This design comes from an exercise in tuning for small area and a short achievable clock period on the open sky130 flow, not from production work.
At most, simulation tests tie the RTL to the original design; equivalence was not proved.
Power and IR drop assume default switching activity.

Design PRBS31_Seed_Checker, start of the top module:
module PRBS31_Seed_Checker(
    input clock,
    input reset,
    input pulse,
    input [3:0] channel,
    input [15:0] injectErrorCount,
    input [31:0] DataIn,
    output [17:0] shortErrorCount,
    output [127+128:0] dataOut
    );
==> flow/config.mk <==
export PLATFORM = sky130hd
export DESIGN_NAME = PRBS31_Seed_Checker
export DESIGN_NICKNAME = PRBS31_Seed_Checker
export VERILOG_FILES = /design/flow/design.v
export SDC_FILE = /design/flow/constraint.sdc
export NUM_CORES = 4
export LEC_CHECK = 0
export CAP_MARGIN = 20
export CORE_MARGIN = 2
export CORE_UTILIZATION = 40
export PLACE_DENSITY = 0.6
export SETUP_SLACK_MARGIN = 1.0
export SLEW_MARGIN = 20
export SYNTH_HIERARCHICAL = 1
export SYNTH_MINIMUM_KEEP_SIZE = 0
==> flow/constraint.sdc <==
create_clock -name core_clock -period 25.0 [get_ports {clock}]
set_input_delay 5.0000 -clock core_clock [delete_from_list [all_inputs] [get_ports {clock}]]
set_output_delay 5.0000 -clock core_clock [all_outputs]
set_load 0.01 [all_outputs]
standard.sh (not shown) runs the stock make flow with config.mk's settings and CLKGATE_MAP_FILE= SYNTH_SCRIPT=/design/flow/synth_recipe.tcl, a recipe that flattens the netlist after the stock synthesis.
==> flow/flow/run.sh <==
#!/bin/bash
# Layout flow: the standard synthesis unchanged, then the standard layout
# with timing repair aimed at a tighter setup margin (the SDC is unchanged).
set -euo pipefail
bash standard.sh synth > synth.log 2>&1
bash standard.sh SETUP_SLACK_MARGIN=17 finish > layout.log 2>&1
The starting point completed with no timing, DRC or antenna violations.
Change:
--- a/flow/flow/run.sh
+++ b/flow/flow/run.sh
@@ -6 +6 @@
-bash standard.sh SETUP_SLACK_MARGIN=17 finish > layout.log 2>&1
+bash standard.sh SETUP_SLACK_MARGIN=19 finish > layout.log 2>&1
The new run passed the timing, DRC and antenna checks.
Final cell count went up by 3.9%.
Via count went up by 4.3%.
Non-clock buffer count went up by 174.
Total power went up by 6.0%.
No functional check of the RTL was part of any run of this note.


PRBS31_Seed_Checker, a different RTL version from the one above (not shown whole).
Size: about 3100 cells after synthesis, ~30000 sq um of cells after synthesis.
==> flow/config.mk <==
export PLATFORM = sky130hd
export DESIGN_NAME = PRBS31_Seed_Checker
export DESIGN_NICKNAME = PRBS31_Seed_Checker
export VERILOG_FILES = /design/flow/design.v
export SDC_FILE = /design/flow/constraint.sdc
export NUM_CORES = 4
export LEC_CHECK = 0
export CAP_MARGIN = 20
export CORE_MARGIN = 2
export CORE_UTILIZATION = 40
export PLACE_DENSITY = 0.6
export SETUP_SLACK_MARGIN = 1.0
export SLEW_MARGIN = 20
export SYNTH_HIERARCHICAL = 1
export SYNTH_MINIMUM_KEEP_SIZE = 0
==> flow/constraint.sdc <==
create_clock -name core_clock -period 25.0 [get_ports {clock}]
set_input_delay 5.0000 -clock core_clock [delete_from_list [all_inputs] [get_ports {clock}]]
set_output_delay 5.0000 -clock core_clock [all_outputs]
set_load 0.01 [all_outputs]
run.sh (not shown) runs the stock make flow with config.mk's settings and CLKGATE_MAP_FILE= SYNTH_SCRIPT=/design/flow/synth_recipe.tcl, a recipe that flattens the netlist after the stock synthesis.
Stock flow here: none of the scripts above is used.
Next try:
==> flow/flow/run.sh (new file) <==
#!/bin/bash
# Layout flow: the standard synthesis unchanged, then the standard layout
# with timing repair aimed at a tighter setup margin (the SDC is unchanged).
set -euo pipefail
bash standard.sh synth > synth.log 2>&1
bash standard.sh SETUP_SLACK_MARGIN=19 finish > layout.log 2>&1
==> flow/standard.sh (new file) <==
#!/bin/bash
# synth_recipe.tcl (not shown) runs the flow's synth.tcl, then flattens the netlist and writes it again
# the make line also repeats each setting of config.mk as NAME=value (left out here)
make -C /OpenROAD-flow-scripts/flow DESIGN_CONFIG=/design/flow/config.mk WORK_HOME=/design/flow/orfs CLKGATE_MAP_FILE= SYNTH_SCRIPT=/design/flow/synth_recipe.tcl "${@:-finish}"
removed: flow/run.sh
Utilization climbs by 5.0 points.
Die area stays the same.
First-iteration DRC count drops by roughly a tenth.
Clock-buffer cell count climbs by 4.
Cell area climbs by roughly a tenth.
Sequential power stays flat.
Fmax climbs by a quarter to a third.
Via count climbs by a few percent.


ember:
PRBS31_Seed_Checker, a different RTL version from the one above (not shown whole).
For scale: about 330 I/O pins, ~0.030 mm^2 of cells after synthesis.
Settings: LEC_CHECK=0, CAP_MARGIN=20, CORE_MARGIN=2, CORE_UTILIZATION=40, CTS_CLUSTER_DIAMETER=60, CTS_CLUSTER_SIZE=20, PLACE_DENSITY=0.6, SETUP_SLACK_MARGIN=1.0, SLEW_MARGIN=20, SYNTH_HIERARCHICAL=1, SYNTH_MINIMUM_KEEP_SIZE=0; clock period 25.0 ns.
standard.sh (not shown) runs the stock make flow with config.mk's settings and CLKGATE_MAP_FILE= SYNTH_SCRIPT=/design/flow/synth_recipe.tcl, a recipe that flattens the netlist after the stock synthesis.
==> flow/flow/run.sh <==
#!/bin/bash
# Layout flow: the standard synthesis unchanged, then the standard layout
# with smaller port buffers, synthesis buffers removed, and timing repair
# aimed at a tighter setup margin (the SDC is unchanged).
set -euo pipefail
bash standard.sh synth > synth.log 2>&1
bash standard.sh SETUP_SLACK_MARGIN=18 REMOVE_ABC_BUFFERS=1 \
  "BUFFER_PORTS_ARGS=-buffer_cell sky130_fd_sc_hd__buf_1" finish > layout.log 2>&1
Inputs modified between ember and zinc:
- removing CTS_CLUSTER_DIAMETER (formerly 60)
- setting GPL_TIMING_DRIVEN to 0 for the first time
- removing CTS_CLUSTER_SIZE (formerly 20)
==> flow/flow/run.sh <==
#!/bin/bash
# Layout flow: the standard synthesis unchanged, then the standard layout
# with smaller port buffers and clock buffers, synthesis buffers removed, and
# timing repair aimed at a tighter setup margin (the SDC is unchanged).
set -euo pipefail
bash standard.sh synth > synth.log 2>&1
bash standard.sh SETUP_SLACK_MARGIN=18 REMOVE_ABC_BUFFERS=1 \
  "BUFFER_PORTS_ARGS=-buffer_cell sky130_fd_sc_hd__buf_1" \
  CTS_BUF_LIST=sky130_fd_sc_hd__clkbuf_8 finish > layout.log 2>&1
## What came out
ember was routed with more vias than zinc. Looking at power across ember and zinc, the one that comes out lower is ember. ember → zinc: hold slack up 19 ps; area overhead of the layout relative to synthesis down 1.2 points; post-route met1 wirelength down about 4%; number of nets in the layout down about 2.4%. zinc against ember: final instance count without filler cells shows a reduction of 54, final design utilization shows a reduction of 0.47 points. zinc ended with every stage complete and zero timing, DRC or antenna violations. ember finished all stages; the layout is clean. Taking ember as the reference, in zinc data-path buffer share of cell area in the final layout went down, number of maximum-capacitance violations level.
The inputs of nickel differ from those of zinc as listed below.
- removing GPL_TIMING_DRIVEN (formerly 0)
==> flow/flow/run.sh <==
#!/bin/bash
# Layout flow: the standard synthesis unchanged, then the standard layout
# with smaller port buffers and clock buffers, synthesis buffers removed,
# free gate sizing, and timing repair aimed at a tighter setup margin (the
# SDC is unchanged).
set -euo pipefail
bash standard.sh synth > synth.log 2>&1
bash standard.sh SETUP_SLACK_MARGIN=18 REMOVE_ABC_BUFFERS=1 MATCH_CELL_FOOTPRINT=0 \
  "BUFFER_PORTS_ARGS=-buffer_cell sky130_fd_sc_hd__buf_1" \
  CTS_BUF_LIST=sky130_fd_sc_hd__clkbuf_8 finish > layout.log 2>&1
Results
In the tables for zinc and nickel, total power of the final layout reads higher with nickel.
On sequential share of layout area, the lower figure sits with nickel, not zinc.
Final standard cell area without fillers, zinc and nickel, lower one = zinc.
Compared nickel vs zinc, and total stage count of the critical path is down in nickel.
Hold slack (nickel over zinc): increase, 4.2 ps
Input changes introduced in juniper (baseline for comparison: nickel):
- CORE_UTILIZATION changed from 40 to 65
- PLACE_DENSITY changed from 0.6 to 0.8
==> flow/flow/run.sh <==
#!/bin/bash
# Layout flow: the standard synthesis unchanged, then the standard layout
# with smaller port buffers and clock buffers, synthesis buffers removed, and
# timing repair aimed at a tighter setup margin (the SDC is unchanged).
set -euo pipefail
bash standard.sh synth > synth.log 2>&1
bash standard.sh SETUP_SLACK_MARGIN=18 REMOVE_ABC_BUFFERS=1 \
  "BUFFER_PORTS_ARGS=-buffer_cell sky130_fd_sc_hd__buf_1" \
  CTS_BUF_LIST=sky130_fd_sc_hd__clkbuf_8 finish > layout.log 2>&1
Results
Delta (juniper minus nickel): global routing met3 resource utilization shows an increase of 20 points, total global routing track utilization grew by 17 points, via count higher, fraction of power consumed by the clock network went down 2.0 points. Summary of juniper over nickel: total number of cells along the worst setup path now larger, minimum setup slack in the final design now smaller, routed wire length now smaller.


Setup of v57:
Starting RTL as in the previous note.
clock: 25.0 ns
lec_check: 0
cap_margin: 20
core_margin: 2
core_utilization: 40
place_density: 0.6
setup_slack_margin: 1.0
slew_margin: 20
synth_hierarchical: 1
synth_minimum_keep_size: 0
==> flow/flow/run.sh <==
#!/bin/bash
# Layout flow: the standard synthesis unchanged, then the standard layout
# with smaller port buffers and clock buffers, no clock-tree dummy loads,
# synthesis buffers removed, and timing repair aimed at a tighter setup
# margin (the SDC is unchanged).
set -euo pipefail
bash standard.sh synth > synth.log 2>&1
bash standard.sh SETUP_SLACK_MARGIN=18 REMOVE_ABC_BUFFERS=1 \
  "BUFFER_PORTS_ARGS=-buffer_cell sky130_fd_sc_hd__buf_1" \
  "CTS_ARGS=-sink_clustering_enable -repair_clock_nets -dont_use_dummy_load -buf_list sky130_fd_sc_hd__clkbuf_8" \
  finish > layout.log 2>&1
The flow did not stop early for v57: all stages ran, and the layout cleared the timing, DRC and antenna checks.
> inputs changed (v57 -> v39)
==> flow/flow/run.sh <==
#!/bin/bash
# Layout flow: the standard synthesis unchanged, then the standard layout
# with smaller port buffers and clock buffers, synthesis buffers removed,
# free gate sizing, and timing repair aimed at a tighter setup margin (the
# SDC is unchanged).
set -euo pipefail
bash standard.sh synth > synth.log 2>&1
bash standard.sh SETUP_SLACK_MARGIN=19 REMOVE_ABC_BUFFERS=1 MATCH_CELL_FOOTPRINT=0 \
  "BUFFER_PORTS_ARGS=-buffer_cell sky130_fd_sc_hd__buf_1" \
  CTS_BUF_LIST=sky130_fd_sc_hd__clkbuf_8 finish > layout.log 2>&1
## What came out
Per the comparison of v39 with v57, storage element area picked up an extra about 5%, latest clock arrival within the worst-skew pair neither gained nor lost much, area of combinational cells with multiple inputs picked up an extra about 2.4%. v39 against v57: via count increased 4.3%, post-CTS clock slew at the launch and capture registers of the worst setup and hold paths increased 20 ps.
diff inputs: v39 => v53
# v39
export LEC_CHECK = 0
export CAP_MARGIN = 20
export CORE_MARGIN = 2
export CORE_UTILIZATION = 40
export PLACE_DENSITY = 0.6
export SETUP_SLACK_MARGIN = 1.0
export SLEW_MARGIN = 20
export SYNTH_HIERARCHICAL = 1
export SYNTH_MINIMUM_KEEP_SIZE = 0
create_clock -name core_clock -period 25.0 [get_ports {clock}]
# v53
export LEC_CHECK = 0
export CAP_MARGIN = 20
export CORE_MARGIN = 2
export CORE_UTILIZATION = 50
export PLACE_DENSITY = 0.7
export SETUP_SLACK_MARGIN = 1.0
export SLEW_MARGIN = 20
export SYNTH_HIERARCHICAL = 1
export SYNTH_MINIMUM_KEEP_SIZE = 0
create_clock -name core_clock -period 25.0 [get_ports {clock}]
==> flow/flow/run.sh <==
#!/bin/bash
# Layout flow: the standard synthesis unchanged, then the standard layout
# with smaller port buffers and clock buffers, no clock-tree dummy loads,
# synthesis buffers removed, and timing repair aimed at a tighter setup
# margin (the SDC is unchanged).
set -euo pipefail
bash standard.sh synth > synth.log 2>&1
bash standard.sh SETUP_SLACK_MARGIN=18 REMOVE_ABC_BUFFERS=1 \
  "BUFFER_PORTS_ARGS=-buffer_cell sky130_fd_sc_hd__buf_1" \
  "CTS_ARGS=-sink_clustering_enable -repair_clock_nets -dont_use_dummy_load -buf_list sky130_fd_sc_hd__clkbuf_8" \
  finish > layout.log 2>&1
Results
Of v39 and v53, the lower count of plain and timing-repair buffers in the layout belongs to v53.
In the metrics for v39 and v53, the one carrying the lower overall die area is v53.
v53 finished all stages; the layout is clean.
v53 vs v39, count of TritonRoute iterations in the first routing pass went down by 3.
NOTE routability-driven placement congestion ratio v39->v53 increased by a few percent
Cmp v53 vs v39: number of design-rule violations left by the first detailed-router iteration higher in v53
Height of the chip: v53 < v39
The following lists how v45 was set up differently from v53:
# v53
export LEC_CHECK = 0
export CAP_MARGIN = 20
export CORE_MARGIN = 2
export CORE_UTILIZATION = 50
export PLACE_DENSITY = 0.7
export SETUP_SLACK_MARGIN = 1.0
export SLEW_MARGIN = 20
export SYNTH_HIERARCHICAL = 1
export SYNTH_MINIMUM_KEEP_SIZE = 0
create_clock -name core_clock -period 25.0 [get_ports {clock}]
# v45
export LEC_CHECK = 0
export CAP_MARGIN = 20
export CORE_MARGIN = 2
export CORE_UTILIZATION = 40
export PLACE_DENSITY = 0.6
export SETUP_SLACK_MARGIN = 1.0
export SLEW_MARGIN = 20
export SYNTH_HIERARCHICAL = 1
export SYNTH_MINIMUM_KEEP_SIZE = 0
create_clock -name core_clock -period 25.0 [get_ports {clock}]
==> flow/flow/run.sh <==
#!/bin/bash
# Layout flow: the standard synthesis unchanged, then the standard layout
# with smaller port buffers and clock buffers, synthesis buffers removed, and
# timing repair aimed at a tighter setup margin (the SDC is unchanged).
set -euo pipefail
bash standard.sh synth > synth.log 2>&1
bash standard.sh SETUP_SLACK_MARGIN=18.5 REMOVE_ABC_BUFFERS=1 \
  "BUFFER_PORTS_ARGS=-buffer_cell sky130_fd_sc_hd__buf_1" \
  CTS_BUF_LIST=sky130_fd_sc_hd__clkbuf_8 finish > layout.log 2>&1
==> results.txt <==
Per the final summary, v45 finished and its layout is clean on timing, DRC and antenna.
v45 ends up with a non-clock buffer area fraction after layout that is 0.69 points higher than in v53.
On layout-stage area growth over the synthesis result: between v53 and v45, it ends up lower for v53.
NOTE detailed-route wire length per cell v53->v45 decreased slightly
Min total via count in the routed design across v53 and v45: v45
Compare v53 and v45 | number of cells on the worst reg-to-reg path lower: v45
Sequential cell area share on v45 is down relative to v53.
Setup WNS v53 -> v45: better
v45 vs v53: share of final-layout standard cells stronger than drive strength 1 up
The non-clock buffer count of v45 exceeds that of v53 by about 5%.
Wire length on met3 was higher in the run labelled v53.
Changes in v19 relative to v45:
# v45
export LEC_CHECK = 0
export CAP_MARGIN = 20
export CORE_MARGIN = 2
export CORE_UTILIZATION = 40
export PLACE_DENSITY = 0.6
export SETUP_SLACK_MARGIN = 1.0
export SLEW_MARGIN = 20
export SYNTH_HIERARCHICAL = 1
export SYNTH_MINIMUM_KEEP_SIZE = 0
create_clock -name core_clock -period 25.0 [get_ports {clock}]
# v19
export LEC_CHECK = 0
export CAP_MARGIN = 20
export CORE_MARGIN = 2
export CORE_UTILIZATION = 50
export PLACE_DENSITY = 0.7
export SETUP_SLACK_MARGIN = 1.0
export SLEW_MARGIN = 20
export SYNTH_HIERARCHICAL = 1
export SYNTH_MINIMUM_KEEP_SIZE = 0
create_clock -name core_clock -period 25.0 [get_ports {clock}]
diff --git a/flow/flow/run.sh b/flow/flow/run.sh
--- a/flow/flow/run.sh
+++ b/flow/flow/run.sh
@@ -5,5 +5,5 @@
 set -euo pipefail
 bash standard.sh synth > synth.log 2>&1
-bash standard.sh SETUP_SLACK_MARGIN=18.5 REMOVE_ABC_BUFFERS=1 \
+bash standard.sh SETUP_SLACK_MARGIN=18 REMOVE_ABC_BUFFERS=1 \
   "BUFFER_PORTS_ARGS=-buffer_cell sky130_fd_sc_hd__buf_1" \
   CTS_BUF_LIST=sky130_fd_sc_hd__clkbuf_8 finish > layout.log 2>&1
## What came out
NOTE clock buffer count in the final layout v45->v19 decreased by a few percent
In the reports for v45 and v19, the smaller non-clock buffer count belongs to v19.
Per the comparison of v19 with v45, peak supply drop now larger, worst setup slack after layout fell 21 ps.
Edits applied to the flow inputs when going from v19 to v27:
# v19
export LEC_CHECK = 0
export CAP_MARGIN = 20
export CORE_MARGIN = 2
export CORE_UTILIZATION = 50
export PLACE_DENSITY = 0.7
export SETUP_SLACK_MARGIN = 1.0
export SLEW_MARGIN = 20
export SYNTH_HIERARCHICAL = 1
export SYNTH_MINIMUM_KEEP_SIZE = 0
create_clock -name core_clock -period 25.0 [get_ports {clock}]
# v27
export LEC_CHECK = 0
export CAP_MARGIN = 20
export CORE_MARGIN = 2
export CORE_UTILIZATION = 40
export PLACE_DENSITY = 0.6
export SETUP_SLACK_MARGIN = 1.0
export SLEW_MARGIN = 20
export SYNTH_HIERARCHICAL = 1
export SYNTH_MINIMUM_KEEP_SIZE = 0
create_clock -name core_clock -period 25.0 [get_ports {clock}]
diff --git a/flow/flow/run.sh b/flow/flow/run.sh
--- a/flow/flow/run.sh
+++ b/flow/flow/run.sh
@@ -5,5 +5,5 @@
 set -euo pipefail
 bash standard.sh synth > synth.log 2>&1
-bash standard.sh SETUP_SLACK_MARGIN=18 REMOVE_ABC_BUFFERS=1 \
+bash standard.sh SETUP_SLACK_MARGIN=19 REMOVE_ABC_BUFFERS=1 \
   "BUFFER_PORTS_ARGS=-buffer_cell sky130_fd_sc_hd__buf_1" \
   CTS_BUF_LIST=sky130_fd_sc_hd__clkbuf_8 finish > layout.log 2>&1
Taking v19 as the reference, in v27 count of hold buffers inserted by post-cts repair did not really move, area of the mapped netlist has remained practically unchanged. v27: area added between synthesis and finish higher than v19. Compared with v19, in v27 area used by multi-input combinational logic went up, data arrival at the endpoint of the critical path saw a decrease, power climbed about 8%, sequential power roughly the same, via count went up 1.4%. v19 was smaller in final cell area than v27. The final reports for v27 and v19 show wire length higher in the former. Between v27 and v19, the met2 wire length is higher for v27.

==> re-timing with driven ports <==
No port has a modelled driver above. Below, the same layouts with a new extraction and two added sets of constraints. Step 1 assumes that a clkbuf_16 drives the clock port and a buf_2 every other input. Step 2 also shifts input and output timing later by t, the mid clock arrival at the registers, as if the neighbouring blocks saw the same clock. Three values: ideal ports, drivers, drivers and shift; two values: the first two.
| run | shift t [ns] | slack for setup (ns) | clock arrival spread, ns |
|---|---|---|---|
| the first run of note 1 | 0.667 | 17.149 / 17.190 / 16.523 | 0.034 / 0.034 |
| the second run of note 1 | 0.683 | 18.043 / 18.062 / 17.379 | 0.034 / 0.034 |
| the first run of note 2 | 0.663 | 15.532 / 15.573 / 14.910 | 0.025 / 0.024 |
| the second run of note 2 | 0.685 | 17.553 / 17.575 / 16.890 | 0.034 / 0.034 |
| ember | 0.646 | 18.005 / 18.008 / 17.362 | 0.038 / 0.038 |
| zinc | 0.742 | 17.989 / 17.989 / 17.322 | 0.045 / 0.045 |
| nickel | 0.751 | 18.031 / 18.052 / 17.320 | 0.036 / 0.036 |
| juniper | 0.752 | 17.742 / 17.743 / 17.030 | 0.066 / 0.066 |
| v57 | 0.719 | 18.001 / 18.018 / 17.300 | 0.095 / 0.095 |
| v39 | 0.765 | 18.073 / 18.089 / 17.324 | 0.037 / 0.036 |
| v53 | 0.726 | 18.010 / 18.052 / 17.325 | 0.077 / 0.077 |
| v45 | 0.747 | 18.061 / 18.061 / 17.331 | 0.035 / 0.034 |
| v19 | 0.738 | 18.040 / 18.084 / 17.345 | 0.044 / 0.045 |
| v27 | 0.759 | 18.065 / 18.065 / 17.329 | 0.036 / 0.036 |
After both steps every run listed still meets setup and hold. For v39, which loses most, drivers alone change the setup slack by +0.016 ns; drivers and shift together by -0.749 ns.
